Background: an optimization exercise with open tools, aiming at small area and a short achievable clock period. Do not read the settings as production practice.
In this exercise RTL edits were held to simulation tests only and were not proved equivalent to the original.
No activity file was given, so power comes from the tool's default toggle rates.

==> design/flow/flow/run.sh <==
#!/bin/bash
# Layout: the standard flow (standard.sh) with two changes to how it is
# built, none to what is built or measured:
#  - the port buffers that global placement inserts are plain buf_1 cells
#    (repair_timing still resizes any that timing needs);
#  - clock tree synthesis runs with the settings of config.mk
#    (CTS_CLUSTER_SIZE 50, CTS_CLUSTER_DIAMETER 60) but inserts no dummy
#    load cells.
# All tool output goes to standard_flow.log here; ORFS's per-step logs stay
# under orfs/logs/.
set -euo pipefail
export BUFFER_PORTS_ARGS="-buffer_cell sky130_fd_sc_hd__buf_1"
export CTS_ARGS="-sink_clustering_enable -repair_clock_nets -sink_clustering_size 50 -sink_clustering_max_diameter 60 -dont_use_dummy_load"
bash standard.sh > standard_flow.log 2>&1
==> design/flow/constraint.sdc <==
create_clock -name core_clock -period 4.5 [get_ports {clk}]
set_input_delay 0.9000 -clock core_clock [delete_from_list [all_inputs] [get_ports {clk}]]
set_output_delay 0.9000 -clock core_clock [all_outputs]
set_load 0.01 [all_outputs]
==> design/flow/design.v <==
module multiplier_logic (
    input  wire        clk,
    input  wire        rst_n,
    input  wire [15:0] a,
    input  wire [15:0] b,
    output reg  [31:0] y
);
  reg r1_a0;
  reg r1_a1;
  reg r1_a2;
  reg r1_a3;
  reg r1_a4;
  reg r1_a5;
  reg r1_a6;
  reg r1_a7;
  reg r1_a8;
  reg r1_a9;
  reg r1_a10;
  reg r1_a11;
  reg r1_a12;
  reg r1_a13;
  reg r1_a14;
  reg r1_a15;
  reg r1_b15;
  reg r1_one1;
  reg r1_two2;
  reg r1_neg3;
  reg r1_one4;
  reg r1_two5;
  reg r1_neg6;
  reg r1_one7;
  reg r1_two8;
  reg r1_neg9;
  reg r1_one10;
  reg r1_two11;
  reg r1_neg12;
  reg r1_one13;
  reg r1_two14;
  reg r1_neg15;
  reg r1_one16;
  reg r1_two17;
  reg r1_neg18;
  reg r1_one19;
  reg r1_two20;
  reg r1_neg21;
  reg r1_one22;
  reg r1_two23;
  reg r1_neg24;
  reg r2_s193;
  reg r2_s195;
  reg r2_s199;
  reg r2_c200;
  reg r2_s201;
  reg r2_p63;
  reg r2_s203;
  reg r2_c202;
  reg r2_c204;
  reg r2_s205;
  reg r2_s207;
  reg r2_s209;
  reg r2_c210;
  reg r2_s213;
  reg r2_c214;
  reg r2_s219;
  reg r2_c218;
  reg r2_s221;
  reg r2_c220;
  reg r2_s223;
  reg r2_s227;
  reg r2_c224;
  reg r2_s229;
  reg r2_s233;
  reg r2_c230;
  reg r2_s235;
  reg r2_c236;
  reg r2_s241;
  reg r2_s243;
  reg r2_s245;
  reg r2_s247;
  reg r2_c242;
  reg r2_c244;
  reg r2_s249;
  reg r2_s253;
  reg r2_s255;
  reg r2_c250;
  reg r2_s257;
  reg r2_s261;
  reg r2_c258;
  reg r2_s263;
  reg r2_s265;
  reg r2_s269;
  reg r2_s271;
  reg r2_c264;
  reg r2_c266;
  reg r2_s273;
  reg r2_s279;
  reg r2_c274;
  reg r2_s281;
  reg r2_s283;
  reg r2_c282;
  reg r2_c284;
  reg r2_s291;
  reg r2_s293;
  reg r2_s297;
  reg r2_c292;
  reg r2_c294;
  reg r2_s299;
  reg r2_s301;
  reg r2_c300;
  reg r2_c302;
  reg r2_s307;
  reg r2_s309;
  reg r2_s311;
  reg r2_s313;
  reg r2_c308;
  reg r2_c310;
  reg r2_s315;
  reg r2_s317;
  reg r2_s319;
  reg r2_c316;
  reg r2_s321;
  reg r2_s325;
  reg r2_c322;
  reg r2_s327;
  reg r2_s331;
  reg r2_c328;
  reg r2_s333;
  reg r2_c332;
  reg r2_s335;
  reg r2_c334;
  reg r2_s337;
  reg r2_s339;
  reg r2_c338;
  reg r2_s341;
  reg r2_c342;
  reg r2_s345;
  reg r2_c346;
  reg r2_s349;
  reg r2_c348;
  reg r2_s351;
  reg r2_c350;
  reg r2_c352;
  reg r2_s353;
  reg r2_s355;
  reg r3_r2_s193;
  reg r3_r2_s195;
  reg r3_r2_s199;
  reg r3_s357;
  reg r3_s361;
  reg r3_s365;
  reg r3_c366;
  reg r3_s367;
  reg r3_r2_c210;
  reg r3_r2_s213;
  reg r3_c368;
  reg r3_r2_c214;
  reg r3_r2_s219;
  reg r3_r2_s223;
  reg r3_s369;
  reg r3_c370;
  reg r3_s371;
  reg r3_c372;
  reg r3_s373;
  reg r3_c374;
  reg r3_s375;
  reg r3_s377;
  reg r3_s379;
  reg r3_c380;
  reg r3_s383;
  reg r3_c384;
  reg r3_s387;
  reg r3_s393;
  reg r3_c392;
  reg r3_s397;
  reg r3_c394;
  reg r3_c398;
  reg r3_s401;
  reg r3_s407;
  reg r3_c406;
  reg r3_s411;
  reg r3_c408;
  reg r3_s417;
  reg r3_c416;
  reg r3_s421;
  reg r3_c418;
  reg r3_s425;
  reg r3_c424;
  reg r3_s427;
  reg r3_c426;
  reg r3_s431;
  reg r3_s435;
  reg r3_s437;
  reg r3_c436;
  reg r3_s439;
  reg r3_s441;
  reg r3_c440;
  reg r3_s443;
  reg r3_r2_s355;
  reg r3_c444;
  wire one1 = b[0] ^ 1'b0;
  wire two2 = (b[1] & ~b[0] & ~1'b0) | (~b[1] & b[0] & 1'b0);
  wire neg3 = b[1];
  wire one4 = b[2] ^ b[1];
  wire two5 = (b[3] & ~b[2] & ~b[1]) | (~b[3] & b[2] & b[1]);
  wire neg6 = b[3];
  wire one7 = b[4] ^ b[3];
  wire two8 = (b[5] & ~b[4] & ~b[3]) | (~b[5] & b[4] & b[3]);
  wire neg9 = b[5];
  wire one10 = b[6] ^ b[5];
  wire two11 = (b[7] & ~b[6] & ~b[5]) | (~b[7] & b[6] & b[5]);
  wire neg12 = b[7];
  wire one13 = b[8] ^ b[7];
  wire two14 = (b[9] & ~b[8] & ~b[7]) | (~b[9] & b[8] & b[7]);
  wire neg15 = b[9];
  wire one16 = b[10] ^ b[9];
  wire two17 = (b[11] & ~b[10] & ~b[9]) | (~b[11] & b[10] & b[9]);
  wire neg18 = b[11];
  wire one19 = b[12] ^ b[11];
  wire two20 = (b[13] & ~b[12] & ~b[11]) | (~b[13] & b[12] & b[11]);
  wire neg21 = b[13];
  wire one22 = b[14] ^ b[13];
  wire two23 = (b[15] & ~b[14] & ~b[13]) | (~b[15] & b[14] & b[13]);
  wire neg24 = b[15];
  wire p25 = ((r1_one1 & r1_a0) | (r1_two2 & 1'b0)) ^ r1_neg3;
  wire p26 = ((r1_one1 & r1_a1) | (r1_two2 & r1_a0)) ^ r1_neg3;
  wire p27 = ((r1_one1 & r1_a2) | (r1_two2 & r1_a1)) ^ r1_neg3;
  wire p28 = ((r1_one1 & r1_a3) | (r1_two2 & r1_a2)) ^ r1_neg3;
  wire p29 = ((r1_one1 & r1_a4) | (r1_two2 & r1_a3)) ^ r1_neg3;
  wire p30 = ((r1_one1 & r1_a5) | (r1_two2 & r1_a4)) ^ r1_neg3;
  wire p31 = ((r1_one1 & r1_a6) | (r1_two2 & r1_a5)) ^ r1_neg3;
  wire p32 = ((r1_one1 & r1_a7) | (r1_two2 & r1_a6)) ^ r1_neg3;
  wire p33 = ((r1_one1 & r1_a8) | (r1_two2 & r1_a7)) ^ r1_neg3;
  wire p34 = ((r1_one1 & r1_a9) | (r1_two2 & r1_a8)) ^ r1_neg3;
  wire p35 = ((r1_one1 & r1_a10) | (r1_two2 & r1_a9)) ^ r1_neg3;
  wire p36 = ((r1_one1 & r1_a11) | (r1_two2 & r1_a10)) ^ r1_neg3;
  wire p37 = ((r1_one1 & r1_a12) | (r1_two2 & r1_a11)) ^ r1_neg3;
  wire p38 = ((r1_one1 & r1_a13) | (r1_two2 & r1_a12)) ^ r1_neg3;
  wire p39 = ((r1_one1 & r1_a14) | (r1_two2 & r1_a13)) ^ r1_neg3;
  wire p40 = ((r1_one1 & r1_a15) | (r1_two2 & r1_a14)) ^ r1_neg3;
  wire p41 = ((r1_one1 & 1'b0) | (r1_two2 & r1_a15)) ^ r1_neg3;
  wire ns42 = ~r1_neg3;
  wire ng43 = r1_neg3;
  wire p44 = ((r1_one4 & r1_a0) | (r1_two5 & 1'b0)) ^ r1_neg6;
  wire p45 = ((r1_one4 & r1_a1) | (r1_two5 & r1_a0)) ^ r1_neg6;
  wire p46 = ((r1_one4 & r1_a2) | (r1_two5 & r1_a1)) ^ r1_neg6;
  wire p47 = ((r1_one4 & r1_a3) | (r1_two5 & r1_a2)) ^ r1_neg6;
  wire p48 = ((r1_one4 & r1_a4) | (r1_two5 & r1_a3)) ^ r1_neg6;
  wire p49 = ((r1_one4 & r1_a5) | (r1_two5 & r1_a4)) ^ r1_neg6;
  wire p50 = ((r1_one4 & r1_a6) | (r1_two5 & r1_a5)) ^ r1_neg6;
  wire p51 = ((r1_one4 & r1_a7) | (r1_two5 & r1_a6)) ^ r1_neg6;
  wire p52 = ((r1_one4 & r1_a8) | (r1_two5 & r1_a7)) ^ r1_neg6;
  wire p53 = ((r1_one4 & r1_a9) | (r1_two5 & r1_a8)) ^ r1_neg6;
  wire p54 = ((r1_one4 & r1_a10) | (r1_two5 & r1_a9)) ^ r1_neg6;
  wire p55 = ((r1_one4 & r1_a11) | (r1_two5 & r1_a10)) ^ r1_neg6;
  wire p56 = ((r1_one4 & r1_a12) | (r1_two5 & r1_a11)) ^ r1_neg6;
  wire p57 = ((r1_one4 & r1_a13) | (r1_two5 & r1_a12)) ^ r1_neg6;
  wire p58 = ((r1_one4 & r1_a14) | (r1_two5 & r1_a13)) ^ r1_neg6;
  wire p59 = ((r1_one4 & r1_a15) | (r1_two5 & r1_a14)) ^ r1_neg6;
  wire p60 = ((r1_one4 & 1'b0) | (r1_two5 & r1_a15)) ^ r1_neg6;
  wire ns61 = ~r1_neg6;
  wire ng62 = r1_neg6;
  wire p63 = ((r1_one7 & r1_a0) | (r1_two8 & 1'b0)) ^ r1_neg9;
  wire p64 = ((r1_one7 & r1_a1) | (r1_two8 & r1_a0)) ^ r1_neg9;
  wire p65 = ((r1_one7 & r1_a2) | (r1_two8 & r1_a1)) ^ r1_neg9;
  wire p66 = ((r1_one7 & r1_a3) | (r1_two8 & r1_a2)) ^ r1_neg9;
  wire p67 = ((r1_one7 & r1_a4) | (r1_two8 & r1_a3)) ^ r1_neg9;
  wire p68 = ((r1_one7 & r1_a5) | (r1_two8 & r1_a4)) ^ r1_neg9;
  wire p69 = ((r1_one7 & r1_a6) | (r1_two8 & r1_a5)) ^ r1_neg9;
  wire p70 = ((r1_one7 & r1_a7) | (r1_two8 & r1_a6)) ^ r1_neg9;
  wire p71 = ((r1_one7 & r1_a8) | (r1_two8 & r1_a7)) ^ r1_neg9;
  wire p72 = ((r1_one7 & r1_a9) | (r1_two8 & r1_a8)) ^ r1_neg9;
  wire p73 = ((r1_one7 & r1_a10) | (r1_two8 & r1_a9)) ^ r1_neg9;
  wire p74 = ((r1_one7 & r1_a11) | (r1_two8 & r1_a10)) ^ r1_neg9;
  wire p75 = ((r1_one7 & r1_a12) | (r1_two8 & r1_a11)) ^ r1_neg9;
  wire p76 = ((r1_one7 & r1_a13) | (r1_two8 & r1_a12)) ^ r1_neg9;
  wire p77 = ((r1_one7 & r1_a14) | (r1_two8 & r1_a13)) ^ r1_neg9;
  wire p78 = ((r1_one7 & r1_a15) | (r1_two8 & r1_a14)) ^ r1_neg9;
  wire p79 = ((r1_one7 & 1'b0) | (r1_two8 & r1_a15)) ^ r1_neg9;
  wire ns80 = ~r1_neg9;
  wire ng81 = r1_neg9;
  wire p82 = ((r1_one10 & r1_a0) | (r1_two11 & 1'b0)) ^ r1_neg12;
  wire p83 = ((r1_one10 & r1_a1) | (r1_two11 & r1_a0)) ^ r1_neg12;
  wire p84 = ((r1_one10 & r1_a2) | (r1_two11 & r1_a1)) ^ r1_neg12;
  wire p85 = ((r1_one10 & r1_a3) | (r1_two11 & r1_a2)) ^ r1_neg12;
  wire p86 = ((r1_one10 & r1_a4) | (r1_two11 & r1_a3)) ^ r1_neg12;
  wire p87 = ((r1_one10 & r1_a5) | (r1_two11 & r1_a4)) ^ r1_neg12;
  wire p88 = ((r1_one10 & r1_a6) | (r1_two11 & r1_a5)) ^ r1_neg12;
  wire p89 = ((r1_one10 & r1_a7) | (r1_two11 & r1_a6)) ^ r1_neg12;
  wire p90 = ((r1_one10 & r1_a8) | (r1_two11 & r1_a7)) ^ r1_neg12;
  wire p91 = ((r1_one10 & r1_a9) | (r1_two11 & r1_a8)) ^ r1_neg12;
  wire p92 = ((r1_one10 & r1_a10) | (r1_two11 & r1_a9)) ^ r1_neg12;
  wire p93 = ((r1_one10 & r1_a11) | (r1_two11 & r1_a10)) ^ r1_neg12;
  wire p94 = ((r1_one10 & r1_a12) | (r1_two11 & r1_a11)) ^ r1_neg12;
  wire p95 = ((r1_one10 & r1_a13) | (r1_two11 & r1_a12)) ^ r1_neg12;
  wire p96 = ((r1_one10 & r1_a14) | (r1_two11 & r1_a13)) ^ r1_neg12;
  wire p97 = ((r1_one10 & r1_a15) | (r1_two11 & r1_a14)) ^ r1_neg12;
  wire p98 = ((r1_one10 & 1'b0) | (r1_two11 & r1_a15)) ^ r1_neg12;
  wire ns99 = ~r1_neg12;
  wire ng100 = r1_neg12;
  wire p101 = ((r1_one13 & r1_a0) | (r1_two14 & 1'b0)) ^ r1_neg15;
  wire p102 = ((r1_one13 & r1_a1) | (r1_two14 & r1_a0)) ^ r1_neg15;
  wire p103 = ((r1_one13 & r1_a2) | (r1_two14 & r1_a1)) ^ r1_neg15;
  wire p104 = ((r1_one13 & r1_a3) | (r1_two14 & r1_a2)) ^ r1_neg15;
  wire p105 = ((r1_one13 & r1_a4) | (r1_two14 & r1_a3)) ^ r1_neg15;
  wire p106 = ((r1_one13 & r1_a5) | (r1_two14 & r1_a4)) ^ r1_neg15;
  wire p107 = ((r1_one13 & r1_a6) | (r1_two14 & r1_a5)) ^ r1_neg15;
  wire p108 = ((r1_one13 & r1_a7) | (r1_two14 & r1_a6)) ^ r1_neg15;
  wire p109 = ((r1_one13 & r1_a8) | (r1_two14 & r1_a7)) ^ r1_neg15;
  wire p110 = ((r1_one13 & r1_a9) | (r1_two14 & r1_a8)) ^ r1_neg15;
  wire p111 = ((r1_one13 & r1_a10) | (r1_two14 & r1_a9)) ^ r1_neg15;
  wire p112 = ((r1_one13 & r1_a11) | (r1_two14 & r1_a10)) ^ r1_neg15;
  wire p113 = ((r1_one13 & r1_a12) | (r1_two14 & r1_a11)) ^ r1_neg15;
  wire p114 = ((r1_one13 & r1_a13) | (r1_two14 & r1_a12)) ^ r1_neg15;
  wire p115 = ((r1_one13 & r1_a14) | (r1_two14 & r1_a13)) ^ r1_neg15;
  wire p116 = ((r1_one13 & r1_a15) | (r1_two14 & r1_a14)) ^ r1_neg15;
  wire p117 = ((r1_one13 & 1'b0) | (r1_two14 & r1_a15)) ^ r1_neg15;
  wire ns118 = ~r1_neg15;
  wire ng119 = r1_neg15;
  wire p120 = ((r1_one16 & r1_a0) | (r1_two17 & 1'b0)) ^ r1_neg18;
  wire p121 = ((r1_one16 & r1_a1) | (r1_two17 & r1_a0)) ^ r1_neg18;
  wire p122 = ((r1_one16 & r1_a2) | (r1_two17 & r1_a1)) ^ r1_neg18;
  wire p123 = ((r1_one16 & r1_a3) | (r1_two17 & r1_a2)) ^ r1_neg18;
  wire p124 = ((r1_one16 & r1_a4) | (r1_two17 & r1_a3)) ^ r1_neg18;
  wire p125 = ((r1_one16 & r1_a5) | (r1_two17 & r1_a4)) ^ r1_neg18;
  wire p126 = ((r1_one16 & r1_a6) | (r1_two17 & r1_a5)) ^ r1_neg18;
  wire p127 = ((r1_one16 & r1_a7) | (r1_two17 & r1_a6)) ^ r1_neg18;
  wire p128 = ((r1_one16 & r1_a8) | (r1_two17 & r1_a7)) ^ r1_neg18;
  wire p129 = ((r1_one16 & r1_a9) | (r1_two17 & r1_a8)) ^ r1_neg18;
  wire p130 = ((r1_one16 & r1_a10) | (r1_two17 & r1_a9)) ^ r1_neg18;
  wire p131 = ((r1_one16 & r1_a11) | (r1_two17 & r1_a10)) ^ r1_neg18;
  wire p132 = ((r1_one16 & r1_a12) | (r1_two17 & r1_a11)) ^ r1_neg18;
  wire p133 = ((r1_one16 & r1_a13) | (r1_two17 & r1_a12)) ^ r1_neg18;
  wire p134 = ((r1_one16 & r1_a14) | (r1_two17 & r1_a13)) ^ r1_neg18;
  wire p135 = ((r1_one16 & r1_a15) | (r1_two17 & r1_a14)) ^ r1_neg18;
  wire p136 = ((r1_one16 & 1'b0) | (r1_two17 & r1_a15)) ^ r1_neg18;
  wire ns137 = ~r1_neg18;
  wire ng138 = r1_neg18;
  wire p139 = ((r1_one19 & r1_a0) | (r1_two20 & 1'b0)) ^ r1_neg21;
  wire p140 = ((r1_one19 & r1_a1) | (r1_two20 & r1_a0)) ^ r1_neg21;
  wire p141 = ((r1_one19 & r1_a2) | (r1_two20 & r1_a1)) ^ r1_neg21;
  wire p142 = ((r1_one19 & r1_a3) | (r1_two20 & r1_a2)) ^ r1_neg21;
  wire p143 = ((r1_one19 & r1_a4) | (r1_two20 & r1_a3)) ^ r1_neg21;
  wire p144 = ((r1_one19 & r1_a5) | (r1_two20 & r1_a4)) ^ r1_neg21;
  wire p145 = ((r1_one19 & r1_a6) | (r1_two20 & r1_a5)) ^ r1_neg21;
  wire p146 = ((r1_one19 & r1_a7) | (r1_two20 & r1_a6)) ^ r1_neg21;
  wire p147 = ((r1_one19 & r1_a8) | (r1_two20 & r1_a7)) ^ r1_neg21;
  wire p148 = ((r1_one19 & r1_a9) | (r1_two20 & r1_a8)) ^ r1_neg21;
  wire p149 = ((r1_one19 & r1_a10) | (r1_two20 & r1_a9)) ^ r1_neg21;
  wire p150 = ((r1_one19 & r1_a11) | (r1_two20 & r1_a10)) ^ r1_neg21;
  wire p151 = ((r1_one19 & r1_a12) | (r1_two20 & r1_a11)) ^ r1_neg21;
  wire p152 = ((r1_one19 & r1_a13) | (r1_two20 & r1_a12)) ^ r1_neg21;
  wire p153 = ((r1_one19 & r1_a14) | (r1_two20 & r1_a13)) ^ r1_neg21;
  wire p154 = ((r1_one19 & r1_a15) | (r1_two20 & r1_a14)) ^ r1_neg21;
  wire p155 = ((r1_one19 & 1'b0) | (r1_two20 & r1_a15)) ^ r1_neg21;
  wire ns156 = ~r1_neg21;
  wire ng157 = r1_neg21;
  wire p158 = ((r1_one22 & r1_a0) | (r1_two23 & 1'b0)) ^ r1_neg24;
  wire p159 = ((r1_one22 & r1_a1) | (r1_two23 & r1_a0)) ^ r1_neg24;
  wire p160 = ((r1_one22 & r1_a2) | (r1_two23 & r1_a1)) ^ r1_neg24;
  wire p161 = ((r1_one22 & r1_a3) | (r1_two23 & r1_a2)) ^ r1_neg24;
  wire p162 = ((r1_one22 & r1_a4) | (r1_two23 & r1_a3)) ^ r1_neg24;
  wire p163 = ((r1_one22 & r1_a5) | (r1_two23 & r1_a4)) ^ r1_neg24;
  wire p164 = ((r1_one22 & r1_a6) | (r1_two23 & r1_a5)) ^ r1_neg24;
  wire p165 = ((r1_one22 & r1_a7) | (r1_two23 & r1_a6)) ^ r1_neg24;
  wire p166 = ((r1_one22 & r1_a8) | (r1_two23 & r1_a7)) ^ r1_neg24;
  wire p167 = ((r1_one22 & r1_a9) | (r1_two23 & r1_a8)) ^ r1_neg24;
  wire p168 = ((r1_one22 & r1_a10) | (r1_two23 & r1_a9)) ^ r1_neg24;
  wire p169 = ((r1_one22 & r1_a11) | (r1_two23 & r1_a10)) ^ r1_neg24;
  wire p170 = ((r1_one22 & r1_a12) | (r1_two23 & r1_a11)) ^ r1_neg24;
  wire p171 = ((r1_one22 & r1_a13) | (r1_two23 & r1_a12)) ^ r1_neg24;
  wire p172 = ((r1_one22 & r1_a14) | (r1_two23 & r1_a13)) ^ r1_neg24;
  wire p173 = ((r1_one22 & r1_a15) | (r1_two23 & r1_a14)) ^ r1_neg24;
  wire p174 = ((r1_one22 & 1'b0) | (r1_two23 & r1_a15)) ^ r1_neg24;
  wire ns175 = ~r1_neg24;
  wire ng176 = r1_neg24;
  wire p177 = r1_a0 & r1_b15;
  wire p178 = r1_a1 & r1_b15;
  wire p179 = r1_a2 & r1_b15;
  wire p180 = r1_a3 & r1_b15;
  wire p181 = r1_a4 & r1_b15;
  wire p182 = r1_a5 & r1_b15;
  wire p183 = r1_a6 & r1_b15;
  wire p184 = r1_a7 & r1_b15;
  wire p185 = r1_a8 & r1_b15;
  wire p186 = r1_a9 & r1_b15;
  wire p187 = r1_a10 & r1_b15;
  wire p188 = r1_a11 & r1_b15;
  wire p189 = r1_a12 & r1_b15;
  wire p190 = r1_a13 & r1_b15;
  wire p191 = r1_a14 & r1_b15;
  wire p192 = r1_a15 & r1_b15;
  wire s193 = ng43 ^ p25;
  wire c194 = ng43 & p25;
  wire s195 = p26 ^ c194;
  wire c196 = p26 & c194;
  wire s197, c198;
  mult_fa u_s197 (.x(p44), .y(ng62), .z(p27), .s(s197), .c(c198));
  wire s199 = c196 ^ s197;
  wire c200 = c196 & s197;
  wire s201, c202;
  mult_fa u_s201 (.x(c198), .y(p28), .z(p45), .s(s201), .c(c202));
  wire s203, c204;
  mult_fa u_s203 (.x(p46), .y(ng81), .z(p29), .s(s203), .c(c204));
  wire s205, c206;
  mult_fa u_s205 (.x(p64), .y(p30), .z(p47), .s(s205), .c(c206));
  wire s207, c208;
  mult_fa u_s207 (.x(p48), .y(ng100), .z(p31), .s(s207), .c(c208));
  wire s209, c210;
  mult_fa u_s209 (.x(c206), .y(p65), .z(p82), .s(s209), .c(c210));
  wire s211, c212;
  mult_fa u_s211 (.x(p66), .y(p32), .z(p49), .s(s211), .c(c212));
  wire s213, c214;
  mult_fa u_s213 (.x(s211), .y(p83), .z(c208), .s(s213), .c(c214));
  wire s215, c216;
  mult_fa u_s215 (.x(p33), .y(ng119), .z(p101), .s(s215), .c(c216));
  wire s217, c218;
  mult_fa u_s217 (.x(p84), .y(p50), .z(p67), .s(s217), .c(c218));
  wire s219, c220;
  mult_fa u_s219 (.x(s217), .y(c212), .z(s215), .s(s219), .c(c220));
  wire s221, c222;
  mult_fa u_s221 (.x(p51), .y(p102), .z(p34), .s(s221), .c(c222));
  wire s223, c224;
  mult_fa u_s223 (.x(c216), .y(p68), .z(p85), .s(s223), .c(c224));
  wire s225, c226;
  mult_fa u_s225 (.x(p120), .y(ng138), .z(p103), .s(s225), .c(c226));
  wire s227, c228;
  mult_fa u_s227 (.x(p69), .y(p35), .z(p52), .s(s227), .c(c228));
  wire s229, c230;
  mult_fa u_s229 (.x(s225), .y(p86), .z(c222), .s(s229), .c(c230));
  wire s231, c232;
  mult_fa u_s231 (.x(p36), .y(p104), .z(p121), .s(s231), .c(c232));
  wire s233, c234;
  mult_fa u_s233 (.x(p87), .y(p53), .z(p70), .s(s233), .c(c234));
  wire s235, c236;
  mult_fa u_s235 (.x(s231), .y(c226), .z(c228), .s(s235), .c(c236));
  wire s237, c238;
  mult_fa u_s237 (.x(p122), .y(ng157), .z(p105), .s(s237), .c(c238));
  wire s239, c240;
  mult_fa u_s239 (.x(p54), .y(p139), .z(p37), .s(s239), .c(c240));
  wire s241, c242;
  mult_fa u_s241 (.x(c232), .y(p71), .z(p88), .s(s241), .c(c242));
  wire s243, c244;
  mult_fa u_s243 (.x(s239), .y(c234), .z(s237), .s(s243), .c(c244));
  wire s245, c246;
  mult_fa u_s245 (.x(p140), .y(p106), .z(p123), .s(s245), .c(c246));
  wire s247, c248;
  mult_fa u_s247 (.x(p72), .y(p38), .z(p55), .s(s247), .c(c248));
  wire s249, c250;
  mult_fa u_s249 (.x(c240), .y(p89), .z(c238), .s(s249), .c(c250));
  wire s251, c252;
  mult_fa u_s251 (.x(p124), .y(ng176), .z(p107), .s(s251), .c(c252));
  wire s253, c254;
  mult_fa u_s253 (.x(p39), .y(p141), .z(p158), .s(s253), .c(c254));
  wire s255, c256;
  mult_fa u_s255 (.x(p90), .y(p56), .z(p73), .s(s255), .c(c256));
  wire s257, c258;
  mult_fa u_s257 (.x(s251), .y(c246), .z(c248), .s(s257), .c(c258));
  wire s259, c260;
  mult_fa u_s259 (.x(p142), .y(p108), .z(p125), .s(s259), .c(c260));
  wire s261, c262;
  mult_fa u_s261 (.x(p57), .y(p159), .z(p40), .s(s261), .c(c262));
  wire s263, c264;
  mult_fa u_s263 (.x(c252), .y(p74), .z(p91), .s(s263), .c(c264));
  wire s265, c266;
  mult_fa u_s265 (.x(s259), .y(c254), .z(c256), .s(s265), .c(c266));
  wire s267, c268;
  mult_fa u_s267 (.x(p126), .y(p177), .z(p109), .s(s267), .c(c268));
  wire s269, c270;
  mult_fa u_s269 (.x(p41), .y(p143), .z(p160), .s(s269), .c(c270));
  wire s271, c272;
  mult_fa u_s271 (.x(p92), .y(p58), .z(p75), .s(s271), .c(c272));
  wire s273, c274;
  mult_fa u_s273 (.x(s267), .y(c260), .z(c262), .s(s273), .c(c274));
  wire s275, c276;
  mult_fa u_s275 (.x(p178), .y(1'b1), .z(ns42), .s(s275), .c(c276));
  wire s277, c278;
  mult_fa u_s277 (.x(p144), .y(p110), .z(p127), .s(s277), .c(c278));
  wire s279, c280;
  mult_fa u_s279 (.x(p76), .y(p161), .z(p59), .s(s279), .c(c280));
  wire s281, c282;
  mult_fa u_s281 (.x(c268), .y(p93), .z(s275), .s(s281), .c(c282));
  wire s283, c284;
  mult_fa u_s283 (.x(s277), .y(c270), .z(c272), .s(s283), .c(c284));
  wire s285, c286;
  mult_fa u_s285 (.x(p111), .y(1'b1), .z(p179), .s(s285), .c(c286));
  wire s287, c288;
  mult_fa u_s287 (.x(p162), .y(p128), .z(p145), .s(s287), .c(c288));
  wire s289, c290;
  mult_fa u_s289 (.x(p94), .y(p60), .z(p77), .s(s289), .c(c290));
  wire s291, c292;
  mult_fa u_s291 (.x(c280), .y(c276), .z(c278), .s(s291), .c(c292));
  wire s293, c294;
  mult_fa u_s293 (.x(s289), .y(s285), .z(s287), .s(s293), .c(c294));
  wire s295, c296;
  mult_fa u_s295 (.x(p112), .y(ns61), .z(p180), .s(s295), .c(c296));
  wire s297, c298;
  mult_fa u_s297 (.x(p163), .y(p129), .z(p146), .s(s297), .c(c298));
  wire s299, c300;
  mult_fa u_s299 (.x(c286), .y(p78), .z(p95), .s(s299), .c(c300));
  wire s301, c302;
  mult_fa u_s301 (.x(s295), .y(c288), .z(c290), .s(s301), .c(c302));
  wire s303, c304;
  mult_fa u_s303 (.x(p113), .y(1'b1), .z(p181), .s(s303), .c(c304));
  wire s305, c306;
  mult_fa u_s305 (.x(p164), .y(p130), .z(p147), .s(s305), .c(c306));
  wire s307, c308;
  mult_fa u_s307 (.x(c296), .y(p79), .z(p96), .s(s307), .c(c308));
  wire s309, c310;
  mult_fa u_s309 (.x(s305), .y(c298), .z(s303), .s(s309), .c(c310));
  wire s311, c312;
  mult_fa u_s311 (.x(p114), .y(ns80), .z(p182), .s(s311), .c(c312));
  wire s313, c314;
  mult_fa u_s313 (.x(p165), .y(p131), .z(p148), .s(s313), .c(c314));
  wire s315, c316;
  mult_fa u_s315 (.x(c306), .y(p97), .z(c304), .s(s315), .c(c316));
  wire s317, c318;
  mult_fa u_s317 (.x(p115), .y(1'b1), .z(p183), .s(s317), .c(c318));
  wire s319, c320;
  mult_fa u_s319 (.x(p166), .y(p132), .z(p149), .s(s319), .c(c320));
  wire s321, c322;
  mult_fa u_s321 (.x(c314), .y(p98), .z(c312), .s(s321), .c(c322));
  wire s323, c324;
  mult_fa u_s323 (.x(p116), .y(ns99), .z(p184), .s(s323), .c(c324));
  wire s325, c326;
  mult_fa u_s325 (.x(p167), .y(p133), .z(p150), .s(s325), .c(c326));
  wire s327, c328;
  mult_fa u_s327 (.x(s323), .y(c318), .z(c320), .s(s327), .c(c328));
  wire s329, c330;
  mult_fa u_s329 (.x(p117), .y(1'b1), .z(p185), .s(s329), .c(c330));
  wire s331, c332;
  mult_fa u_s331 (.x(p168), .y(p134), .z(p151), .s(s331), .c(c332));
  wire s333, c334;
  mult_fa u_s333 (.x(s329), .y(c324), .z(c326), .s(s333), .c(c334));
  wire s335, c336;
  mult_fa u_s335 (.x(p135), .y(ns118), .z(p186), .s(s335), .c(c336));
  wire s337, c338;
  mult_fa u_s337 (.x(c330), .y(p152), .z(p169), .s(s337), .c(c338));
  wire s339, c340;
  mult_fa u_s339 (.x(p136), .y(1'b1), .z(p187), .s(s339), .c(c340));
  wire s341, c342;
  mult_fa u_s341 (.x(c336), .y(p153), .z(p170), .s(s341), .c(c342));
  wire s343, c344;
  mult_fa u_s343 (.x(p154), .y(ns137), .z(p188), .s(s343), .c(c344));
  wire s345, c346;
  mult_fa u_s345 (.x(s343), .y(p171), .z(c340), .s(s345), .c(c346));
  wire s347, c348;
  mult_fa u_s347 (.x(p155), .y(1'b1), .z(p189), .s(s347), .c(c348));
  wire s349, c350;
  mult_fa u_s349 (.x(s347), .y(p172), .z(c344), .s(s349), .c(c350));
  wire s351, c352;
  mult_fa u_s351 (.x(p173), .y(ns156), .z(p190), .s(s351), .c(c352));
  wire s353, c354;
  mult_fa u_s353 (.x(p174), .y(1'b1), .z(p191), .s(s353), .c(c354));
  wire s355, c356;
  mult_fa u_s355 (.x(c354), .y(ns175), .z(p192), .s(s355), .c(c356));
  wire s357 = r2_c200 ^ r2_s201;
  wire c358 = r2_c200 & r2_s201;
  wire s359, c360;
  mult_fa u_s359 (.x(r2_s203), .y(r2_c202), .z(r2_p63), .s(s359), .c(c360));
  wire s361 = c358 ^ s359;
  wire c362 = c358 & s359;
  wire s363, c364;
  mult_fa u_s363 (.x(c360), .y(r2_c204), .z(r2_s205), .s(s363), .c(c364));
  wire s365 = c362 ^ s363;
  wire c366 = c362 & s363;
  wire s367, c368;
  mult_fa u_s367 (.x(c364), .y(r2_s207), .z(r2_s209), .s(s367), .c(c368));
  wire s369, c370;
  mult_fa u_s369 (.x(r2_s221), .y(r2_c218), .z(r2_c220), .s(s369), .c(c370));
  wire s371, c372;
  mult_fa u_s371 (.x(r2_s229), .y(r2_c224), .z(r2_s227), .s(s371), .c(c372));
  wire s373, c374;
  mult_fa u_s373 (.x(r2_s235), .y(r2_c230), .z(r2_s233), .s(s373), .c(c374));
  wire s375, c376;
  mult_fa u_s375 (.x(r2_s243), .y(r2_c236), .z(r2_s241), .s(s375), .c(c376));
  wire s377, c378;
  mult_fa u_s377 (.x(r2_s245), .y(r2_c242), .z(r2_c244), .s(s377), .c(c378));
  wire s379, c380;
  mult_fa u_s379 (.x(c376), .y(r2_s247), .z(r2_s249), .s(s379), .c(c380));
  wire s381, c382;
  mult_fa u_s381 (.x(r2_s255), .y(r2_c250), .z(r2_s253), .s(s381), .c(c382));
  wire s383, c384;
  mult_fa u_s383 (.x(s381), .y(r2_s257), .z(c378), .s(s383), .c(c384));
  wire s385, c386;
  mult_fa u_s385 (.x(r2_s263), .y(r2_c258), .z(r2_s261), .s(s385), .c(c386));
  wire s387, c388;
  mult_fa u_s387 (.x(s385), .y(r2_s265), .z(c382), .s(s387), .c(c388));
  wire s389, c390;
  mult_fa u_s389 (.x(r2_s269), .y(r2_c264), .z(r2_c266), .s(s389), .c(c390));
  wire s391, c392;
  mult_fa u_s391 (.x(c386), .y(r2_s271), .z(r2_s273), .s(s391), .c(c392));
  wire s393, c394;
  mult_fa u_s393 (.x(s391), .y(s389), .z(c388), .s(s393), .c(c394));
  wire s395, c396;
  mult_fa u_s395 (.x(r2_s281), .y(r2_c274), .z(r2_s279), .s(s395), .c(c396));
  wire s397, c398;
  mult_fa u_s397 (.x(s395), .y(r2_s283), .z(c390), .s(s397), .c(c398));
  wire s399, c400;
  mult_fa u_s399 (.x(r2_s291), .y(r2_c282), .z(r2_c284), .s(s399), .c(c400));
  wire s401, c402;
  mult_fa u_s401 (.x(s399), .y(r2_s293), .z(c396), .s(s401), .c(c402));
  wire s403, c404;
  mult_fa u_s403 (.x(r2_s297), .y(r2_c292), .z(r2_c294), .s(s403), .c(c404));
  wire s405, c406;
  mult_fa u_s405 (.x(c400), .y(r2_s299), .z(r2_s301), .s(s405), .c(c406));
  wire s407, c408;
  mult_fa u_s407 (.x(s405), .y(s403), .z(c402), .s(s407), .c(c408));
  wire s409, c410;
  mult_fa u_s409 (.x(r2_s307), .y(r2_c300), .z(r2_c302), .s(s409), .c(c410));
  wire s411, c412;
  mult_fa u_s411 (.x(s409), .y(r2_s309), .z(c404), .s(s411), .c(c412));
  wire s413, c414;
  mult_fa u_s413 (.x(r2_s311), .y(r2_c308), .z(r2_c310), .s(s413), .c(c414));
  wire s415, c416;
  mult_fa u_s415 (.x(c410), .y(r2_s313), .z(r2_s315), .s(s415), .c(c416));
  wire s417, c418;
  mult_fa u_s417 (.x(s415), .y(s413), .z(c412), .s(s417), .c(c418));
  wire s419, c420;
  mult_fa u_s419 (.x(r2_s319), .y(r2_c316), .z(r2_s317), .s(s419), .c(c420));
  wire s421, c422;
  mult_fa u_s421 (.x(s419), .y(r2_s321), .z(c414), .s(s421), .c(c422));
  wire s423, c424;
  mult_fa u_s423 (.x(r2_s327), .y(r2_c322), .z(r2_s325), .s(s423), .c(c424));
  wire s425, c426;
  mult_fa u_s425 (.x(c422), .y(c420), .z(s423), .s(s425), .c(c426));
  wire s427, c428;
  mult_fa u_s427 (.x(r2_s333), .y(r2_c328), .z(r2_s331), .s(s427), .c(c428));
  wire s429, c430;
  mult_fa u_s429 (.x(r2_s335), .y(r2_c332), .z(r2_c334), .s(s429), .c(c430));
  wire s431, c432;
  mult_fa u_s431 (.x(s429), .y(r2_s337), .z(c428), .s(s431), .c(c432));
  wire s433, c434;
  mult_fa u_s433 (.x(r2_s341), .y(r2_c338), .z(r2_s339), .s(s433), .c(c434));
  wire s435, c436;
  mult_fa u_s435 (.x(c432), .y(c430), .z(s433), .s(s435), .c(c436));
  wire s437, c438;
  mult_fa u_s437 (.x(c434), .y(r2_c342), .z(r2_s345), .s(s437), .c(c438));
  wire s439, c440;
  mult_fa u_s439 (.x(c438), .y(r2_c346), .z(r2_s349), .s(s439), .c(c440));
  wire s441, c442;
  mult_fa u_s441 (.x(r2_s351), .y(r2_c348), .z(r2_c350), .s(s441), .c(c442));
  wire s443, c444;
  mult_fa u_s443 (.x(c442), .y(r2_c352), .z(r2_s353), .s(s443), .c(c444));
  wire s445 = r3_c368 ^ r3_r2_c210;
  wire c446 = r3_c368 & r3_r2_c210;
  wire s447 = r3_r2_c214 ^ r3_r2_s219;
  wire c448 = r3_r2_c214 & r3_r2_s219;
  wire s449 = r3_r2_s223 ^ r3_s369;
  wire c450 = r3_r2_s223 & r3_s369;
  wire s451 = r3_c370 ^ r3_s371;
  wire c452 = r3_c370 & r3_s371;
  wire s453 = r3_c372 ^ r3_s373;
  wire c454 = r3_c372 & r3_s373;
  wire s455 = r3_c374 ^ r3_s375;
  wire c456 = r3_c374 & r3_s375;
  wire s457 = r3_s377 ^ r3_s379;
  wire c458 = r3_s377 & r3_s379;
  wire s459 = r3_c380 ^ r3_s383;
  wire c460 = r3_c380 & r3_s383;
  wire s461 = r3_c384 ^ r3_s387;
  wire c462 = r3_c384 & r3_s387;
  wire s463 = r3_c392 ^ r3_c394;
  wire c464 = r3_c392 & r3_c394;
  wire s465 = r3_c398 ^ r3_s401;
  wire c466 = r3_c398 & r3_s401;
  wire s467 = r3_c406 ^ r3_c408;
  wire c468 = r3_c406 & r3_c408;
  wire s469 = r3_c416 ^ r3_c418;
  wire c470 = r3_c416 & r3_c418;
  wire s471 = r3_c424 ^ r3_c426;
  wire c472 = r3_c424 & r3_c426;
  wire [31:0] ra = {r3_c444, r3_s443, r3_c440, r3_s439, r3_c436, r3_s435, r3_s431, r3_s427, r3_s425, r3_s421, r3_s417, r3_s411, r3_s407, c464, r3_s397, r3_s393, c460, c458, c456, c454, c452, c450, c448, c446, r3_r2_s213, r3_c366, r3_s365, r3_s361, r3_s357, r3_r2_s199, r3_r2_s195, r3_r2_s193};
  wire [31:0] rb = {r3_r2_s355, 1'b0, r3_s441, 1'b0, r3_s437, 1'b0, c472, s471, c470, s469, c468, s467, c466, s465, s463, c462, s461, s459, s457, s455, s453, s451, s449, s447, s445, r3_s367, 1'b0, 1'b0, 1'b0, 1'b0, 1'b0, 1'b0};
  wire [20:0] plo = ra[19:0] + rb[19:0];
  reg [20:0] r4_plo;
  reg [11:0] r4_ha, r4_hb;
  always @(posedge clk) begin r4_plo <= plo; r4_ha <= ra[31:20]; r4_hb <= rb[31:20]; end
  wire [12:0] phs = {r4_ha, r4_plo[20]} + {r4_hb, r4_plo[20]};
  wire [11:0] phi = phs[12:1];
  wire [31:0] prod = {phi, r4_plo[19:0]};
  always @(posedge clk) begin
    r1_a0 <= a[0];
    r1_a1 <= a[1];
    r1_a2 <= a[2];
    r1_a3 <= a[3];
    r1_a4 <= a[4];
    r1_a5 <= a[5];
    r1_a6 <= a[6];
    r1_a7 <= a[7];
    r1_a8 <= a[8];
    r1_a9 <= a[9];
    r1_a10 <= a[10];
    r1_a11 <= a[11];
    r1_a12 <= a[12];
    r1_a13 <= a[13];
    r1_a14 <= a[14];
    r1_a15 <= a[15];
    r1_b15 <= b[15];
    r1_one1 <= one1;
    r1_two2 <= two2;
    r1_neg3 <= neg3;
    r1_one4 <= one4;
    r1_two5 <= two5;
    r1_neg6 <= neg6;
    r1_one7 <= one7;
    r1_two8 <= two8;
    r1_neg9 <= neg9;
    r1_one10 <= one10;
    r1_two11 <= two11;
    r1_neg12 <= neg12;
    r1_one13 <= one13;
    r1_two14 <= two14;
    r1_neg15 <= neg15;
    r1_one16 <= one16;
    r1_two17 <= two17;
    r1_neg18 <= neg18;
    r1_one19 <= one19;
    r1_two20 <= two20;
    r1_neg21 <= neg21;
    r1_one22 <= one22;
    r1_two23 <= two23;
    r1_neg24 <= neg24;
    r2_s193 <= s193;
    r2_s195 <= s195;
    r2_s199 <= s199;
    r2_c200 <= c200;
    r2_s201 <= s201;
    r2_p63 <= p63;
    r2_s203 <= s203;
    r2_c202 <= c202;
    r2_c204 <= c204;
    r2_s205 <= s205;
    r2_s207 <= s207;
    r2_s209 <= s209;
    r2_c210 <= c210;
    r2_s213 <= s213;
    r2_c214 <= c214;
    r2_s219 <= s219;
    r2_c218 <= c218;
    r2_s221 <= s221;
    r2_c220 <= c220;
    r2_s223 <= s223;
    r2_s227 <= s227;
    r2_c224 <= c224;
    r2_s229 <= s229;
    r2_s233 <= s233;
    r2_c230 <= c230;
    r2_s235 <= s235;
    r2_c236 <= c236;
    r2_s241 <= s241;
    r2_s243 <= s243;
    r2_s245 <= s245;
    r2_s247 <= s247;
    r2_c242 <= c242;
    r2_c244 <= c244;
    r2_s249 <= s249;
    r2_s253 <= s253;
    r2_s255 <= s255;
    r2_c250 <= c250;
    r2_s257 <= s257;
    r2_s261 <= s261;
    r2_c258 <= c258;
    r2_s263 <= s263;
    r2_s265 <= s265;
    r2_s269 <= s269;
    r2_s271 <= s271;
    r2_c264 <= c264;
    r2_c266 <= c266;
    r2_s273 <= s273;
    r2_s279 <= s279;
    r2_c274 <= c274;
    r2_s281 <= s281;
    r2_s283 <= s283;
    r2_c282 <= c282;
    r2_c284 <= c284;
    r2_s291 <= s291;
    r2_s293 <= s293;
    r2_s297 <= s297;
    r2_c292 <= c292;
    r2_c294 <= c294;
    r2_s299 <= s299;
    r2_s301 <= s301;
    r2_c300 <= c300;
    r2_c302 <= c302;
    r2_s307 <= s307;
    r2_s309 <= s309;
    r2_s311 <= s311;
    r2_s313 <= s313;
    r2_c308 <= c308;
    r2_c310 <= c310;
    r2_s315 <= s315;
    r2_s317 <= s317;
    r2_s319 <= s319;
    r2_c316 <= c316;
    r2_s321 <= s321;
    r2_s325 <= s325;
    r2_c322 <= c322;
    r2_s327 <= s327;
    r2_s331 <= s331;
    r2_c328 <= c328;
    r2_s333 <= s333;
    r2_c332 <= c332;
    r2_s335 <= s335;
    r2_c334 <= c334;
    r2_s337 <= s337;
    r2_s339 <= s339;
    r2_c338 <= c338;
    r2_s341 <= s341;
    r2_c342 <= c342;
    r2_s345 <= s345;
    r2_c346 <= c346;
    r2_s349 <= s349;
    r2_c348 <= c348;
    r2_s351 <= s351;
    r2_c350 <= c350;
    r2_c352 <= c352;
    r2_s353 <= s353;
    r2_s355 <= s355;
    r3_r2_s193 <= r2_s193;
    r3_r2_s195 <= r2_s195;
    r3_r2_s199 <= r2_s199;
    r3_s357 <= s357;
    r3_s361 <= s361;
    r3_s365 <= s365;
    r3_c366 <= c366;
    r3_s367 <= s367;
    r3_r2_c210 <= r2_c210;
    r3_r2_s213 <= r2_s213;
    r3_c368 <= c368;
    r3_r2_c214 <= r2_c214;
    r3_r2_s219 <= r2_s219;
    r3_r2_s223 <= r2_s223;
    r3_s369 <= s369;
    r3_c370 <= c370;
    r3_s371 <= s371;
    r3_c372 <= c372;
    r3_s373 <= s373;
    r3_c374 <= c374;
    r3_s375 <= s375;
    r3_s377 <= s377;
    r3_s379 <= s379;
    r3_c380 <= c380;
    r3_s383 <= s383;
    r3_c384 <= c384;
    r3_s387 <= s387;
    r3_s393 <= s393;
    r3_c392 <= c392;
    r3_s397 <= s397;
    r3_c394 <= c394;
    r3_c398 <= c398;
    r3_s401 <= s401;
    r3_s407 <= s407;
    r3_c406 <= c406;
    r3_s411 <= s411;
    r3_c408 <= c408;
    r3_s417 <= s417;
    r3_c416 <= c416;
    r3_s421 <= s421;
    r3_c418 <= c418;
    r3_s425 <= s425;
    r3_c424 <= c424;
    r3_s427 <= s427;
    r3_c426 <= c426;
    r3_s431 <= s431;
    r3_s435 <= s435;
    r3_s437 <= s437;
    r3_c436 <= c436;
    r3_s439 <= s439;
    r3_s441 <= s441;
    r3_c440 <= c440;
    r3_s443 <= s443;
    r3_r2_s355 <= r2_s355;
    r3_c444 <= c444;
  end
  reg [3:0] v;
  always @(posedge clk) begin
    if (!rst_n) begin
      v <= 4'd0;
      y <= 32'd0;
    end else begin
      v <= {v[2:0], 1'b1};
      y <= v[3] ? prod : 32'd0;
    end
  end
endmodule
module mult_fa (input wire x, input wire y, input wire z, output wire s, output wire c);
  assign s = x ^ y ^ z;
  assign c = (x & y) | (x & z) | (y & z);
endmodule
==> design/flow/standard.sh <==
#!/bin/bash
# synth_recipe.tcl (not shown) runs the flow's synth.tcl, then flattens the netlist and writes it again
# the make line also repeats each setting of config.mk as NAME=value (left out here)
make -C /OpenROAD-flow-scripts/flow DESIGN_CONFIG=/design/flow/config.mk WORK_HOME=/design/flow/orfs CLKGATE_MAP_FILE= SYNTH_SCRIPT=/design/flow/synth_recipe.tcl "${@:-finish}"
==> design/flow/config.mk <==
export PLATFORM = sky130hd
export DESIGN_NAME = multiplier_logic
export DESIGN_NICKNAME = multiplier_logic
export VERILOG_FILES = /design/flow/design.v
export SDC_FILE = /design/flow/constraint.sdc
export NUM_CORES = 4
export LEC_CHECK = 0
export CAP_MARGIN = 10
export CORE_MARGIN = 2
export CORE_UTILIZATION = 40
export CTS_CLUSTER_DIAMETER = 60
export CTS_CLUSTER_SIZE = 50
export SETUP_SLACK_MARGIN = 2.5
export SLEW_MARGIN = 10
export SYNTH_HIERARCHICAL = 1
export SYNTH_MINIMUM_KEEP_SIZE = 0
==> flow_summary.ini, run 1 <==
[status]
status = timing/DRC/antenna clean

[setup_path]
slowest_stage = a2111oi_2
r2r_cells = 6
cpLargestDelayFamily = compound AO/OA/AOI/OAI gates
start_kind = flip-flop
cp_max_fo = 5
crit_chain = ha_1, ha_4, a21o_1, a2111oi_2, a211oi_1, xor2_1
path_class = reg2reg
endpoint_kind = flip-flop
cp.depth = 6
critPathMaxStageDelay_ps = 380
required_ps = 4880
path_buf_inv = 0
cp.arrival_ps = 2350

[yosys]
synth_largest_area_cell = dfxtp_1
synth_ff_type = dfxtp_1
seq_area_frac_synth_pct = 43.8
synth.area.mux_share_pct = 0.0813
synth_top_area_share_pct = 43.8
synth_common_cells = dfxtp_1 (269), xnor2_1 (142), a22oi_1 (122), fa_1 (122), clkbuf_1 (72)
synthTopCellsByArea = dfxtp_1 (44%), fa_1 (20%), xnor2_1 (10%), a22oi_1 (7.4%), ha_1 (4.2%)
ys_warn_count = 7
netlist_area_um2 = 12300
synth-edff-count = 0
synth_top_family_by_area = adder cells
yosysMostFrequentCell = dfxtp_1
synth_xor_area_share_pct = 11.2
synth-async-reset-ratio_pct = 0
synth.distinct_cells = 55
synth_seq_cells = 269
syn_inst = 1016
synth_fa_ha_area_share_pct = 24.0
synthSimpleGateAreaFrac_pct = 5.98
synth-compound-area-share_pct = 11.6
syn_area_per_cell_um2 = 12.1

[grt]
grt_pass1_vias = 7525
antenna_found_initial = 0
track_usage_pct = 16.2
grt_max_degree = 29
grt_pass1_wl_mm = 40.9
gr-total-overflow = 0

[clocking]
insertion_delay_ps = 530
cts_tree = built
clock-sinks = 269
root_buffer = clkbuf_16
cts-buffers-inserted = 22
ctsHtreeMaxLevel = 1
clock_path_buffers = 3
path_clk_slew_ps = 90

[die]
io-pin-count = 66
dieWidth_um = 179
core_area_um2 = 30400
rows = 64
die_y_um = 179
dieArea_um2 = 32200
start_util_pct = 40.4

[drt]
post-route-drc-count = 0
drtIter0Drc = 495
drtPass1Iterations = 5
num_vias = 7381
drt-total-wl_mm = 25.6
post_drt_wl_per_cell_um = 17.8
ant_nets = 0
via_per_inst = 5.13

[pwr]
p_per_area_nw_per_um2 = 681
peakVddDrop_mv = 0.321
leakagePower_nw = 5.24

[placed_design]
place_hpwl_mm = 17.1
globalplace.congestion = 0.839
port_buffers = 65
dp_cells = 1399

[timing]
min_period_ps = 1960
hold_violations = 0
min_period_over_period_pct = 43.7
drv_slew = 0
fmax_ghz = 0.509
rsz0062_at_grt = true
setup_viol = 0
finClkSkew_ps = 55.4
setup_tns_ps = 0

[finish]
antennaDiodeCount = 0
final_cells = 1438
drive_above_1_share_pct = 12.3
finalNetCount = 1241
area_growth_pct = 12.8

[min_path]
hold_depth = 0
hold_class = reg2reg

[run]
maxCapViolCount = 0
-- layout make-up --
cell class,instances,area (um^2)
fill,2792,16600
tap,396,495
multi-input combinational,653,6800
sequential,269,5540
inverter,10,37.5
timing repair buffer,88,450
clock buffer,22,551
-- modules after synthesis (local to each module, per instance) --
module | flops+latches | cells | copies in the design
multiplier_logic | 269 | 896 | 1
mult_fa | 0 | 1 | 120
-- layer usage --
metal	part of all wire, %	track usage, %	up-vias
li1	-	-	3478
met1	47	23.3	3594
met2	44	24.7	270
met3	7.3	3.44	39
met4	1.8	4.57	0
met5	0	0	-
-- placed cells by master, fill, tap and decap left out, types with 19 or more instances in the layout --
cell | Yosys | routed
buf_4 | 0 | 19
dfxtp_4 | 0 | 40
clkbuf_16 | 0 | 22
a22oi_1 | 122 | 118
xnor2_1 | 142 | 142
dfxtp_1 | 269 | 227
nand2_1 | 24 | 23
fa_1 | 122 | 121
and2_1 | 20 | 20
ha_1 | 41 | 26
and3_1 | 27 | 25
buf_1 | 1 | 64
-- flip-flops by register name, indices dropped and copies added, names as in the netlist, 4 cells and up --
name / cells
y: 32
v: 4
r4_hb: 9
r4_ha: 12
r4_plo: 21
-- final timing paths --
| check | startpoint | to | slack (ps) |
|---|---|---|---|
| setup / recovery | r3_s377$_DFF_P_ | r4_plo[16]$_DFF_P_ | 2540 |
| hold / removal | r3_s437$_DFF_P_ | r4_hb[7]$_DFF_P_ | 310 |
| setup reg to reg | r3_s377$_DFF_P_ | r4_plo[16]$_DFF_P_ | 2540 |
| hold reg to reg | r3_s437$_DFF_P_ | r4_hb[7]$_DFF_P_ | 310 |
-- metrics by stage --
step           setup slack [ps]  util, %  hold WS [ps]  cell area, um^2  total power [mW]
3_3_place_gp               1880     41.9           311            12700              7.14
3_5_place_dp               1810     41.9           312            12700              7.22
2_1_floorplan              2500        -           310            12400              6.33
6_report                   2540     45.6           306            13900              9.44
4_1_cts                    2460     44.7           305            13600              9.19
5_1_grt                    2440     45.6           307            13900              10.2
-- where the power goes --
part           internal [mW]  switching [mW]  total [mW]
combinational           2.04            2.03        4.07
clock                  0.858           0.767        1.63
sequential              3.26           0.491        3.75
-- logic make-up after synthesis --
kind of cell               Yosys count
DFF                                269
xor gates and xnor gates           157
AOI/OAI and AO/OA                  194
and+or+nand+nor                    130
adders and majority gates          163
other                                1
buffers and inverters              101
muxes                                1
-- repair_timing --
action,CTS,global route
hold buffers,0,0
setup buffers,6,11
pin swaps,6,11
gates resized for setup,94,40
endpoints found under the setup margin,86,37
hold endpoints to repair,0,0
==> inputs of run 2 (changes only) <==
--- a/design/flow/flow/run.sh
+++ b/design/flow/flow/run.sh
@@ -13,2 +13,3 @@
 export CTS_ARGS="-sink_clustering_enable -repair_clock_nets -sink_clustering_size 50 -sink_clustering_max_diameter 60 -dont_use_dummy_load"
+export SETUP_MOVE_SEQUENCE="unbuffer,sizeup,swap"
 bash standard.sh > standard_flow.log 2>&1
--- a/design/flow/config.mk
+++ b/design/flow/config.mk
@@ -12,2 +12,3 @@
 export CTS_CLUSTER_SIZE = 50
+export PLACE_DENSITY = 0.7
 export SETUP_SLACK_MARGIN = 2.5
==> run 2 against run 1 <==
Still clean. Synthesized cell count did not move. Die area did not move. First-iteration DRC count rose by 2.2%. Count of clock-buffer cells in the layout shrank 4. Clock skew rose by 8.3 ps. Critical path depth is the same. Sequential cell count did not move. Combinational power fell by 4%. Non-clock buffer count shrank 17. Utilization fell by 0.83 points. Final cell count fell by 1.5%. Routed wire length decreased by 0.21%. Critical path type unchanged. Largest power group unchanged.
==> flow_summary.ini, run 2 <==
[setup_path]
start_kind = flip-flop
required_ps = 4910
cp.arrival_ps = 2410
path_class = reg2reg
crit_start = r3_r2_c210$_DFF_P_
reg2reg_from = r3_r2_c210$_DFF_P_
endpoint_kind = flip-flop
cp_max_fo = 3

[finish]
largest_reg_flops = 32
antennaDiodeCount = 0
fill_cells = 2755
finalNetCount = 1220
final_area_um2 = 13600
layout_common_cells = dfxtp_1 (229), xnor2_1 (141), fa_1 (120), a22oi_1 (117), buf_1 (64)
register_area_um2 = 5530
top_register = y
final_common_cell = dfxtp_1
utilization_pct = 44.8
area_growth_pct = 10.7
multiInputGateArea_um2 = 6810
drive_above_1_share_pct = 10.2
reg.largest.list = y: 32 flops, r4_plo: 21 flops, r4_ha: 12 flops

[die]
start_util_pct = 40.4
dieWidth_um = 179
io-pin-count = 66
core_area_um2 = 30400
dieArea_um2 = 32200
die_y_um = 179
rows = 64

[timing]
min_period_ps = 2000
hold_violations = 0
drv_slew = 0
setup_viol = 0
finClkSkew_ps = 63.7
fmax_ghz = 0.500
rsz0062_at_grt = true
setup_tns_ps = 0
min_period_over_period_pct = 44.5

[drt]
drtPass1Iterations = 5
post_drt_wl_per_cell_um = 18.0
num_vias = 7347
via_per_inst = 5.18
drt-total-wl_mm = 25.6
post-route-drc-count = 0
drtIter0Drc = 506
ant_nets = 0

[yosys]
yosysMostFrequentCell = dfxtp_1
synth_seq_cells = 269
synth-edff-count = 0
ys_warn_count = 7
seq_area_frac_synth_pct = 43.8
synth.distinct_cells = 55
synth-async-reset-ratio_pct = 0
syn_inst = 1016
syn_area_per_cell_um2 = 12.1
synth_ff_type = dfxtp_1
netlist_area_um2 = 12300
synth_common_cells = dfxtp_1 (269), xnor2_1 (142), a22oi_1 (122), fa_1 (122), clkbuf_1 (72)
synth_top_area_share_pct = 43.8
synth_largest_area_cell = dfxtp_1
synthTopCellsByArea = dfxtp_1 (44%), fa_1 (20%), xnor2_1 (10%), a22oi_1 (7.4%), ha_1 (4.2%)

[placed_design]
dpl_cell_area_um2 = 12700
globalplace.congestion = 0.881
place_hpwl_mm = 17.4
port_buffers = 65

[pwr]
peakVddDrop_mv = 0.427
p_per_area_nw_per_um2 = 668
leakagePower_nw = 5.10

[clocking]
path_clk_slew_ps = 110
cts-buffers-inserted = 18
insertion_delay_ps = 530
ctsHtreeMaxLevel = 1
cts_tree = built
post_cts_buffers = 0
hold_buffers = 0
clock-sinks = 269
root_buffer = clkbuf_16
clock_path_buffers = 3

[grt]
grt_max_degree = 38
track_usage_pct = 16.1
antenna_found_initial = 0
grt_pass1_vias = 7439
gr-total-overflow = 0
grt_pass1_wl_mm = 40.8

[min_path]
hp-start = r2_s199$_DFF_P_
hold_class = reg2reg

[run]
maxCapViolCount = 0

[status]
status = timing/DRC/antenna clean
## run 2: cell counts after synthesis
Identical to the previous run, type by type.
## run 2: cells by family (layout without fill, tap and decap cells)
family,count (synthesis),after routing,synth area share [%]
AOI/OAI and AO/OA,194,194,11.6
xor gates and xnor gates,157,157,11.2
adders and majority gates,163,163,24.0
buffers and inverters,101,99,3.31
DFF,269,269,43.8
muxes,1,1,0.0813
other,1,8,0.0305
and+or+nand+nor,130,130,5.98
## run 2: critical path: stages (launching register included)
cell and delay (ps):
dfxtp_2 350, ha_4 240, fa_2 350, a21o_1 220
a221oi_4 350, and4b_1 250, a211oi_2 130
## run 2: area by class of cell
| class | instances | area share [%] |
|---|---|---|
| clock buffer | 18 | 3.31 |
| inverter | 10 | 0.276 |
| multi-input combinational | 653 | 50.0 |
| sequential | 269 | 40.6 |
| tap | 396 | 3.64 |
| timing repair buffer | 71 | 2.20 |
## run 2: routing by layer
metal / part of all wire [%] / up-vias / track usage (%)
met5: 0 / - / 0
met4: 2.2 / 0 / 4.64
met3: 6.2 / 46 / 2.78
met2: 46 / 247 / 26.0
met1: 45 / 3614 / 22.3
li1: - / 3440 / -
## run 2: repair_timing
action / CTS / global route
resized for setup: 90 / 36
pin swaps: 4 / 11
setup endpoints to repair: 78 / 37
## run 2: worst paths after layout
kind	endpoint	cells past startpoint	slack, ps
worst min-delay path	r3_r2_s199$_DFF_P_	0	270
worst min register to register	r3_r2_s199$_DFF_P_	0	270
worst max register to register	r4_plo[18]$_DFF_P_	6	2500
worst max-delay path	r4_plo[18]$_DFF_P_	6	2500
## run 2: per-stage QoR
step	power (mW)	hold WS, ps	cells	setup slack, ps
floorplan	6.33	310	1023	2500
global placement	7.05	311	1399	1900
detailed placement	7.20	312	1399	1820
CTS	8.87	275	1417	2480
global route	9.86	273	1417	2440
finish	9.10	268	1417	2500
## run 2: power breakdown
part	switching [mW]	total (mW)	internal (mW)
Sequential	0.502	3.76	3.26
Clock	0.721	1.43	0.709
Combinational	1.98	3.92	1.93
## run 2: modules after synthesis, one instance, submodules excluded
module	area [um^2]	flip-flops and latches	cells
multiplier_logic	9900	269	896
mult_fa	20.0	0	1
==> inputs of run 3 (changes only) <==
--- a/design/flow/flow/run.sh
+++ b/design/flow/flow/run.sh
@@ -13,3 +13,3 @@
 export CTS_ARGS="-sink_clustering_enable -repair_clock_nets -sink_clustering_size 50 -sink_clustering_max_diameter 60 -dont_use_dummy_load"
-export SETUP_MOVE_SEQUENCE="unbuffer,sizeup,swap"
+export SETUP_MOVE_SEQUENCE="unbuffer,sizeup,swap,buffer"
 bash standard.sh > standard_flow.log 2>&1
==> run 3 against run 2 <==
Combinational power is essentially flat. Hold slack gained 1.0 ps. Sequential power is essentially flat. Count of clock-buffer cells in the layout is the same. Utilization grew 0.38 points. Routed wire length is essentially flat. Maximum frequency is essentially flat. Clock power is essentially flat. Clock skew grew 1.7 ps. Register-to-register slack is essentially flat. Still clean. Setup slack lost 0.79 ps. Largest cell class unchanged.
==> flow_summary.ini, run 3 <==
[setup_path]
start_kind = flip-flop
required_ps = 4900
r2r_cells = 6
cpLargestDelayFamily = compound AO/OA/AOI/OAI gates
r2r_end = r4_plo[18]$_DFF_P_
reg2reg_slack_ps = 2500
cp.arrival_ps = 2400
endpoint_kind = flip-flop
crit_chain = ha_4, fa_2, a21o_1, a221oi_4, and4b_1, a211oi_2
critPathMaxStageDelay_ps = 350
path_buf_inv = 0
cp_max_fo = 3
slowest_stage = dfxtp_2
reg2reg_from = r3_r2_c210$_DFF_P_
path_class = reg2reg

[die]
io-pin-count = 66
dieArea_um2 = 32200
start_util_pct = 40.4
dieWidth_um = 179
die_y_um = 179
rows = 64
core_area_um2 = 30400

[yosys]
ys_warn_count = 7
synthTopCellsByArea = dfxtp_1 (44%), fa_1 (20%), xnor2_1 (10%), a22oi_1 (7.4%), ha_1 (4.2%)
synth_seq_cells = 269
syn_inst = 1016
synth.distinct_cells = 55
seq_area_frac_synth_pct = 43.8
synth_ff_type = dfxtp_1
netlist_area_um2 = 12300
synth_top_area_share_pct = 43.8
syn_area_per_cell_um2 = 12.1
synth-edff-count = 0
yosysMostFrequentCell = dfxtp_1
synth_largest_area_cell = dfxtp_1
synth-async-reset-ratio_pct = 0
synth_common_cells = dfxtp_1 (269), xnor2_1 (142), a22oi_1 (122), fa_1 (122), clkbuf_1 (72)

[finish]
layout_common_cells = dfxtp_1 (229), xnor2_1 (142), fa_1 (121), a22oi_1 (120), buf_1 (64)
largest_reg_flops = 32
final_common_cell = dfxtp_1
reg.largest.list = y: 32 flops, r4_plo: 21 flops, r4_ha: 12 flops
antennaDiodeCount = 0
drive_above_1_share_pct = 11.4
finalNetCount = 1239
top_register = y
area_growth_pct = 11.7
utilization_pct = 45.2

[clocking]
clock_path_buffers = 3
clock-sinks = 269
root_buffer = clkbuf_16
cts_tree = built
ctsHtreeMaxLevel = 1
cts-buffers-inserted = 18
insertion_delay_ps = 540
path_clk_slew_ps = 110
hold_buffers = 0

[pwr]
peakVddDrop_mv = 0.421
leakagePower_nw = 5.19
p_per_area_nw_per_um2 = 662
total_power_mw = 9.10

[run]
maxCapViolCount = 0

[grt]
grt_pass1_vias = 7442
track_usage_pct = 16.1
grt_max_degree = 38
antenna_found_initial = 0
grt_pass1_wl_mm = 40.7
gr-total-overflow = 0

[drt]
via_per_inst = 5.17
post-route-drc-count = 0
num_vias = 7419
drtIter0Drc = 491
drt-total-wl_mm = 25.6
post_drt_wl_per_cell_um = 17.8
ant_nets = 0
drtPass1Iterations = 5

[timing]
setup_viol = 0
min_period_over_period_pct = 44.5
finClkSkew_ps = 65.4
rsz0062_at_grt = true
hold_violations = 0
min_period_ps = 2000
setup_tns_ps = 0
drv_slew = 0
fmax_ghz = 0.500

[placed_design]
place_hpwl_mm = 17.4
globalplace.congestion = 0.881
port_buffers = 65

[min_path]
hp-start = r2_s199$_DFF_P_
hold_depth = 0
hold_end = r3_r2_s199$_DFF_P_
hold_class = reg2reg

[status]
status = timing/DRC/antenna clean
==> run 3: cell counts after synthesis <==
Identical to the previous run, type by type.
==> run 3: cells by family (layout without fill, tap and decap cells) <==
kind of cell	after synthesis	in the layout	synth area share [%]
AND/OR/NAND/NOR	130	130	5.98
XOR/XNOR	157	157	11.2
AO/OA/AOI/OAI	194	194	11.6
other	1	8	0.0305
multiplexers	1	1	0.0813
buffers and inverters	101	118	3.31
adder cells (fa/ha/maj)	163	163	24.0
flip-flops	269	269	43.8
==> run 3: timing repair <==
| item | CTS | global route |
|---|---|---|
| buffers inserted | 1 | 18 |
| pin swaps | 4 | 9 |
| gates resized for setup | 90 | 31 |
| setup endpoints to repair | 78 | 36 |
==> run 3: worst max-delay path by stage <==
stage	end	from	slack (ps)	depth (start not counted)
finish	r4_plo[18]$_DFF_P_	r3_r2_c210$_DFF_P_	2500	6
detailed placement	y[29]$_SDFF_PN0_	rst_n	1820	4
global route	r4_plo[18]$_DFF_P_	r3_r2_c210$_DFF_P_	2440	6
global placement	y[27]$_SDFF_PN0_	rst_n	1900	4
floorplan	r2_s235$_DFF_P_	r1_a10$_DFF_P_	2500	6
CTS	r2_s293$_DFF_P_	r1_neg24$_DFF_P_	2480	4
==> run 3: final cells by class <==
class | count | area, um^2
Fill cell | 2757 | 16700
Multi-Input combinational cell | 653 | 6770
Sequential cell | 269 | 5530
Tap cell | 396 | 495
Timing Repair Buffer | 90 | 455
Clock buffer | 18 | 450
Inverter | 10 | 37.5
==> run 3: per-layer routing <==
metal	track usage [%]	vias to the layer above	share of wire, %
met5	0	-	0
met4	4.64	0	2.3
met3	2.78	47	6.9
met2	26.0	254	46
met1	22.2	3640	45
li1	-	3478	-
==> run 3: power breakdown <==
part           internal [mW]  switching, mW
sequential              3.26          0.493
clock                  0.709          0.722
combinational           1.94           1.98
==> run 3: per-module statistics from Yosys (local to each module, per instance) <==
module,area [um^2],copies in the design,flip-flops and latches
multiplier_logic,9900,1,269
mult_fa,20.0,120,0
==> run 3: metrics by stage <==
stage | hold WS [ps] | instance area [um^2] | cells | worst slack, ps
2_1_floorplan | 310 | 12400 | 1023 | 2500
3_3_place_gp | 311 | 12700 | 1399 | 1900
3_5_place_dp | 312 | 12700 | 1399 | 1820
4_1_cts | 275 | 13500 | 1418 | 2480
5_1_grt | 273 | 13700 | 1436 | 2440
6_report | 269 | 13700 | 1436 | 2500

==> afterwards: timing with drivers on the ports <==
Ports are ideal in the flow. The routed layouts listed here were re-timed in OpenROAD.
Step 1: set_driving_cell puts a clkbuf_16 on clk and a buf_2 on each other input, an assumption about the parent block.
Step 2 also shifts input and output timing later by t, the mid clock arrival at the registers, as if the neighbouring blocks saw the same clock.
Slacks: ideal ports / drivers / drivers and shift; pairs: ideal ports / drivers.
run | shift t [ns] | slack for setup (ns) | latest minus earliest clock arrival (ns) | slew at the worst register clock pin (ns)
run 1 | 0.551 | 2.535 / 2.535 / 2.273 | 0.055 / 0.055 | 0.09 / 0.09
run 2 | 0.540 | 2.499 / 2.499 / 2.144 | 0.075 / 0.075 | 0.12 / 0.12
run 3 | 0.540 | 2.498 / 2.498 / 2.142 | 0.083 / 0.083 | 0.12 / 0.12
After both steps every run listed still meets setup and hold. For run 3, which loses most, drivers alone change the setup slack by 0.000 ns; drivers and shift together by -0.356 ns.
